From an optimization exercise on the open Yosys and OpenROAD flow, aimed at small area; shortcuts taken in it are not production practice.
In this exercise RTL edits were held to simulation tests only and were not proved equivalent to the original.
The flow treats the clock pin as an ideal source, which a real chip does not have.

==> flow/design.v <==
`default_nettype none
module vga_timing
 (
   input  wire         reset,
   input  wire         clk_dot,
   output wire [10:0]  h,
   output wire [10:0]  hn,
   output wire [9:0]   vn,
   output wire         new_frame,    
   output wire         vid_active,
   output wire         vga_hsync,
   output wire         vga_vsync
 );
 reg  [10:0] h_r;
 reg  [9:0]  v_r;
 wire h_end = h_r[10] & ( &h_r[4:0] );                                
 wire v_end = v_r[9] & v_r[6] & v_r[5] & v_r[4] & v_r[1] & v_r[0];    
 assign hn = h_end ? 11'd0 : h_r + 11'd1;
 assign vn = h_end ? ( v_end ? 10'd0 : v_r + 10'd1 ) : v_r;
 assign h  = h_r;
 always @ ( posedge clk_dot or posedge reset ) begin
   if ( reset == 1 ) begin
     h_r <= 11'd837;
     v_r <= 10'd599;
   end else begin
     h_r <= hn;
     v_r <= vn;
   end
 end
 reg act_r;
 wire h_1053 = h_r[10] & h_r[4] & h_r[3] & h_r[2] & ~h_r[1] & h_r[0];
 wire h_797  = ( h_r == 11'd797 );
 always @ ( posedge clk_dot or posedge reset ) begin
   if ( reset == 1 )   act_r <= 1'b0;
   else if ( h_1053 )  act_r <= ( v_r <= 10'd597 ) || ( v_r >= 10'd626 );
   else if ( h_797 )   act_r <= 1'b0;
 end
 assign vid_active = act_r;
 assign new_frame  = v_end & h_1053;
 assign vga_hsync  = !h_r[10] && ( h_r[9:0] >= 10'd839 ) && ( h_r[9:0] <= 10'd966 );
 wire   p_2_218    = h_r[10] || ( h_r[9:0] >= 10'd839 );
 assign vga_vsync  = ( v_r >= 10'd600 && v_r <= 10'd602 ) ||
                     ( v_r == 10'd599 &&  p_2_218 ) ||
                     ( v_r == 10'd603 && !p_2_218 );
endmodule
`default_nettype none
module vga_core
(
  input  wire         reset,
  input  wire         color_3b,       
  input  wire         mode_bit,       
  input  wire         clk_dot,        
  input  wire  [31:0] random_num,     
  output wire  [23:0] vga_pixel_rgb,  
  output wire         vga_active,     
  output wire         vga_hsync,      
  output wire         vga_vsync       
);
  wire [10:0] h, hn;
  wire [9:0]  vn;
  wire        new_frame;
  vga_timing u0_vga_timing
  (
    .reset      ( reset      ),
    .clk_dot    ( clk_dot    ),
    .h          ( h          ),
    .hn         ( hn         ),
    .vn         ( vn         ),
    .new_frame  ( new_frame  ),
    .vid_active ( vga_active ),
    .vga_hsync  ( vga_hsync  ),
    .vga_vsync  ( vga_vsync  )
  );
  reg          init;         
  reg          mode_p1;      
  reg          c3_p1;        
  reg          demo;         
  reg          first;        
  reg  [8:0]   line_d;       
  reg  [22:0]  line_rgb;
  reg  [23:0]  bx;           
  reg  [23:0]  by;           
  reg          x_neg, y_neg;      
  reg  [9:0]   x_frac, y_frac;    
  reg  [2:0]   lock;         
  reg  [22:0]  ball_rgb;
  reg          line_v, ball_v, dir_v;   
  reg          pix_hit;      
  reg  [22:0]  pix_rgb;
  always @ ( posedge clk_dot or posedge reset ) begin
    if ( reset == 1 ) init <= 1'b1;
    else              init <= 1'b0;
  end
  wire start = init | ~mode_bit;    
  wire rise  = mode_bit & ( ~mode_p1 | init );
  wire line_wrap = ( line_d == 9'd300 );
  wire line_load = ~mode_bit | ( new_frame & line_wrap );
  always @ ( posedge clk_dot ) begin
    if ( start ) begin
      line_d <= 9'd0;
    end else if ( new_frame == 1 ) begin
      line_d <= line_wrap ? 9'd0 : line_d + 9'd1;
    end
    line_v <= line_load | ( line_v & ~init );
    if ( line_load ) line_rgb <= random_num[22:0];
  end
  wire [15:0] bxi = bx[23:8];
  wire [15:0] byi = by[23:8];
  wire x_out = ( bxi < 16'd24 ) || ( bxi > 16'd760 );
  wire y_out = ( byi < 16'd24 ) || ( byi > 16'd542 );
  wire unlocked = ( lock == 3'd0 );
  wire sr0      = lock[0] & ~lock[1];
  wire x_bounce = unlocked && x_out;
  wire y_bounce = unlocked && y_out;
  reg        busy, x_flip, y_flip, x_c, y_c;
  wire [4:0] bit_i = h[4:0];
  wire       shift = busy & ~h[10];              
  wire       last  = shift & ( bit_i == 5'd23 );
  wire       lo10  = ( bit_i < 5'd10 );
  wire       x_g   = lo10 ? ( dir_v & x_frac[0] ) : ( bit_i == 5'd10 );
  wire       y_g   = lo10 ? ( dir_v & y_frac[0] ) : ( bit_i == 5'd10 );
  wire       x_d   = x_neg ^ x_g;
  wire       y_d   = y_neg ^ y_g;
  wire       x_s   = bx[0] ^ x_d ^ x_c;
  wire       y_s   = by[0] ^ y_d ^ y_c;
  always @ ( posedge clk_dot ) begin
    if ( start ) begin
      bx     <= 24'h008800;    
      by     <= 24'h002400;    
      x_neg  <= 1'b0;
      y_neg  <= 1'b0;
      busy   <= 1'b0;
    end else begin
      if ( new_frame ) busy <= 1'b1;
      if ( shift ) begin
        bx <= { x_s, bx[23:1] };
        by <= { y_s, by[23:1] };
      end
      if ( last ) begin
        busy  <= 1'b0;
        x_neg <= x_neg ^ x_flip;
        y_neg <= y_neg ^ y_flip;
      end
    end
    x_c <= shift & ~last & ( ( bx[0] & x_d ) | ( bx[0] & x_c ) | ( x_d & x_c ) );
    y_c <= shift & ~last & ( ( by[0] & y_d ) | ( by[0] & y_c ) | ( y_d & y_c ) );
    if ( new_frame ) begin
      x_flip <= x_bounce;
      y_flip <= y_bounce;
    end
    if ( init ) begin
      lock <= 3'd0;
    end else if ( mode_bit & new_frame ) begin
      lock <= { lock[1:0], x_bounce | y_bounce | sr0 };
    end
  end
  wire ball_load = ~mode_bit | ( new_frame & sr0 );
  always @ ( posedge clk_dot ) begin
    ball_v <= ball_load | ( ball_v & ~init );
    dir_v  <= ~mode_bit | ( dir_v & ~init );
    if ( ball_load ) ball_rgb <= random_num[22:0];
    if ( mode_bit == 0 ) begin
      x_frac <= random_num[11:2];
      y_frac <= random_num[23:14];
    end else if ( shift & lo10 ) begin
      x_frac <= { x_frac[0], x_frac[9:1] };
      y_frac <= { y_frac[0], y_frac[9:1] };
    end
  end
  function inc_eq;   
    input [6:0] a, c;
    reg   [7:0] t;
    integer i;
    begin
      t[0] = 1'b1;
      for ( i = 0; i < 7; i = i + 1 ) t[i+1] = t[i] & c[i];
      inc_eq = ( a == ( c ^ t[6:0] ) ) && !t[7];
    end
  endfunction
  function win;
    input [6:0] a, c;
    input [3:0] b, e;
    begin
      win = ( ( a == c ) && ( b > e ) ) || ( inc_eq( a, c ) && ( b < e ) );
    end
  endfunction
  wire ball_hit = ( bxi[15:11] == 5'd0 ) && win( hn[10:4], bxi[10:4], hn[3:0], bxi[3:0] ) &&
                  ( byi[15:10] == 6'd0 ) && win( { 1'b0, vn[9:4] }, { 1'b0, byi[9:4] }, vn[3:0], byi[3:0] );
  wire [10:0] ld = { 2'd0, line_d };
  function sum_is;
    input [10:0] a, b, k;
    input        cin;
    reg   [11:0] c;
    reg   [10:0] co;
    begin
      c  = { 1'b0, a ^ b ^ k };
      co = ( k & a & b ) | ( ~k & ( a | b ) );
      sum_is = ( c[0] == cin ) && ( c[11:1] == co );
    end
  endfunction
  wire line_hit = ( hn == ld ) || sum_is( hn, ld, 11'd800, 1'b0 ) ||
                  ( { 1'b0, vn } == ld ) || sum_is( { 1'b0, vn }, ld, 11'd600, first );
  always @ ( posedge clk_dot or posedge reset ) begin
    if ( reset == 1 ) begin
      demo <= 1'b0;
    end else begin
      if ( rise ) demo <= ~demo;
    end
  end
  always @ ( posedge clk_dot ) begin
    mode_p1 <= mode_bit;
    c3_p1   <= color_3b;
    first   <= init | ( first & ~new_frame );
    if ( init )         pix_hit <= 1'b0;
    else if ( mode_p1 ) pix_hit <= demo ? line_hit : ball_hit;
    if ( mode_p1 ) pix_rgb <= demo ? ( line_v ? line_rgb : 23'd0 ) : ( ball_v ? ball_rgb : 23'd0 );
  end
  wire [2:0] bar = h[9:7];
  wire r_en = bar[0] ^ bar[1];
  wire g_en = bar[2] | ( bar[1] & bar[0] );
  wire b_en = ~bar[0];
  wire [7:0] ramp = { h[6:0], 1'b0 };
  wire [23:0] tp  = { r_en ? ramp : 8'd0, g_en ? ramp : 8'd0, b_en ? ramp : 8'd0 };
  wire [23:0] dp  = pix_hit ? { 1'b1, pix_rgb } : 24'd0;
  wire [23:0] raw = mode_p1 ? dp : tp;
  assign vga_pixel_rgb = c3_p1 ? { {8{raw[23]}}, {8{raw[15]}}, {8{raw[7]}} } : raw;
endmodule
clock: 10.0 ns
lec_check: 0
cap_margin: 20
core_margin: 2
core_utilization: 80
slew_margin: 20
standard.sh (not shown) runs the stock make flow with config.mk's settings and CLKGATE_MAP_FILE= SYNTH_SCRIPT=/design/flow/synth_recipe.tcl, a recipe that flattens the netlist after the stock synthesis.
==> flow/flow/run.sh <==
#!/bin/bash
# Own flow: the standard layout (standard.sh, unchanged synthesis), with
# the smallest buffer on the ports and a clock tree of small buffers without
# dummy loads.  Each tool's output is in orfs/logs; make's own output is in
# flow_make.log here.
set -euo pipefail
CTS="-sink_clustering_enable -repair_clock_nets -sink_clustering_size 30 -sink_clustering_max_diameter 100 -buf_list {sky130_fd_sc_hd__clkbuf_8} -dont_use_dummy_load"
bash standard.sh "BUFFER_PORTS_ARGS=-buffer_cell sky130_fd_sc_hd__buf_1" "CTS_ARGS=$CTS" "POST_CTS_TCL=$PWD/flow/post_cts.tcl" finish > flow_make.log 2>&1
==> flow/flow/post_cts.tcl <==
# After CTS: downsize cells off the critical paths (power recovery, which
# here means smaller cells), then repair slew and capacitance again and
# legalise.
estimate_parasitics -placement
repair_timing -recover_power 100 -match_cell_footprint
repair_design -match_cell_footprint
detailed_placement
check_placement -verbose
Then changed:
--- a/flow/design.v
+++ b/flow/design.v
@@ -1,26 +1,30 @@
 `default_nettype none
 module vga_timing
  (
    input  wire         reset,
    input  wire         clk_dot,
    output wire [10:0]  h,
+   output wire [9:0]   v,
    output wire [10:0]  hn,
    output wire [9:0]   vn,
+   output wire         h_end,        
+   output wire         v_end,        
    output wire         new_frame,    
    output wire         vid_active,
    output wire         vga_hsync,
    output wire         vga_vsync
  );
  reg  [10:0] h_r;
  reg  [9:0]  v_r;
- wire h_end = h_r[10] & ( &h_r[4:0] );                                
- wire v_end = v_r[9] & v_r[6] & v_r[5] & v_r[4] & v_r[1] & v_r[0];    
+ assign h_end = h_r[10] & ( &h_r[4:0] );                              
+ assign v_end = v_r[9] & v_r[6] & v_r[5] & v_r[4] & v_r[1] & v_r[0];  
  assign hn = h_end ? 11'd0 : h_r + 11'd1;
  assign vn = h_end ? ( v_end ? 10'd0 : v_r + 10'd1 ) : v_r;
  assign h  = h_r;
+ assign v  = v_r;
  always @ ( posedge clk_dot or posedge reset ) begin
    if ( reset == 1 ) begin
      h_r <= 11'd837;
      v_r <= 10'd599;
    end else begin
      h_r <= hn;
@@ -54,21 +58,24 @@
   output wire  [23:0] vga_pixel_rgb,  
   output wire         vga_active,     
   output wire         vga_hsync,      
   output wire         vga_vsync       
 );
   wire [10:0] h, hn;
-  wire [9:0]  vn;
-  wire        new_frame;
+  wire [9:0]  v, vn;
+  wire        h_end, v_end, new_frame;
   vga_timing u0_vga_timing
   (
     .reset      ( reset      ),
     .clk_dot    ( clk_dot    ),
     .h          ( h          ),
+    .v          ( v          ),
     .hn         ( hn         ),
     .vn         ( vn         ),
+    .h_end      ( h_end      ),
+    .v_end      ( v_end      ),
     .new_frame  ( new_frame  ),
     .vid_active ( vga_active ),
     .vga_hsync  ( vga_hsync  ),
     .vga_vsync  ( vga_vsync  )
   );
   reg          init;         
@@ -164,31 +171,26 @@
       y_frac <= random_num[23:14];
     end else if ( shift & lo10 ) begin
       x_frac <= { x_frac[0], x_frac[9:1] };
       y_frac <= { y_frac[0], y_frac[9:1] };
     end
   end
-  function inc_eq;   
-    input [6:0] a, c;
-    reg   [7:0] t;
-    integer i;
-    begin
-      t[0] = 1'b1;
-      for ( i = 0; i < 7; i = i + 1 ) t[i+1] = t[i] & c[i];
-      inc_eq = ( a == ( c ^ t[6:0] ) ) && !t[7];
-    end
-  endfunction
-  function win;
-    input [6:0] a, c;
-    input [3:0] b, e;
-    begin
-      win = ( ( a == c ) && ( b > e ) ) || ( inc_eq( a, c ) && ( b < e ) );
-    end
-  endfunction
-  wire ball_hit = ( bxi[15:11] == 5'd0 ) && win( hn[10:4], bxi[10:4], hn[3:0], bxi[3:0] ) &&
-                  ( byi[15:10] == 6'd0 ) && win( { 1'b0, vn[9:4] }, { 1'b0, byi[9:4] }, vn[3:0], byi[3:0] );
+  reg  ball_hx, ball_hy;
+  wire hx = ~h_end & ( ( h == bxi[10:0] ) | ( ball_hx & ( hn[3:0] != bxi[3:0] ) ) );
+  wire hy = h_end ? ( ~v_end & ( ( v == byi[9:0] ) | ( ball_hy & ( vn[3:0] != byi[3:0] ) ) ) )
+                  : ball_hy;
+  always @ ( posedge clk_dot ) begin
+    if ( start ) begin
+      ball_hx <= ( hn >= 11'd137 ) && ( hn <= 11'd151 );    
+      ball_hy <= ( vn >= 10'd37 ) && ( vn <= 10'd51 );      
+    end else begin
+      ball_hx <= hx;
+      ball_hy <= hy & ~last;
+    end
+  end
+  wire ball_hit = ( bxi[15:11] == 5'd0 ) && hx && ( byi[15:10] == 6'd0 ) && hy;
   wire [10:0] ld = { 2'd0, line_d };
   function sum_is;
     input [10:0] a, b, k;
     input        cin;
     reg   [11:0] c;
     reg   [10:0] co;
Hold slack loses 0.0047 ns.
Area after synthesis decreases by 1.8%.
Non-clock buffer count goes up by 3.
Setup slack loses 0.047 ns.
Critical path depth came out lower by 4.
Cell area falls by 1.5%.

==> static timing again, ports no longer ideal <==
The flow's constraints put no driver on any port. The routed layouts listed below were extracted and timed again, unchanged, in two steps.
Step 1 (the two cells are an assumption about what drives the block):
set clk [get_ports {clk_dot}]
set_driving_cell -lib_cell sky130_fd_sc_hd__clkbuf_16 $clk
set_driving_cell -lib_cell sky130_fd_sc_hd__buf_2 [delete_from_list [all_inputs] $clk]
Step 2 adds t to the input delays and takes it off the output delays; t is the mean of the earliest and latest rising clock arrival at the registers after step 1. Input paths then give back, and output paths get back, about the clock's delay inside the block.
Three values: ideal ports, drivers, drivers and shift; two values: the first two.
run | t, ns | setup slack, ns | worst data-port slew with drivers (ns)
the first run | 0.485 | 5.170 / 5.136 / 5.620 | 0.04
the second run | 0.486 | 5.124 / 5.083 / 5.443 | 0.04
After both steps setup and hold are still met in every run listed.
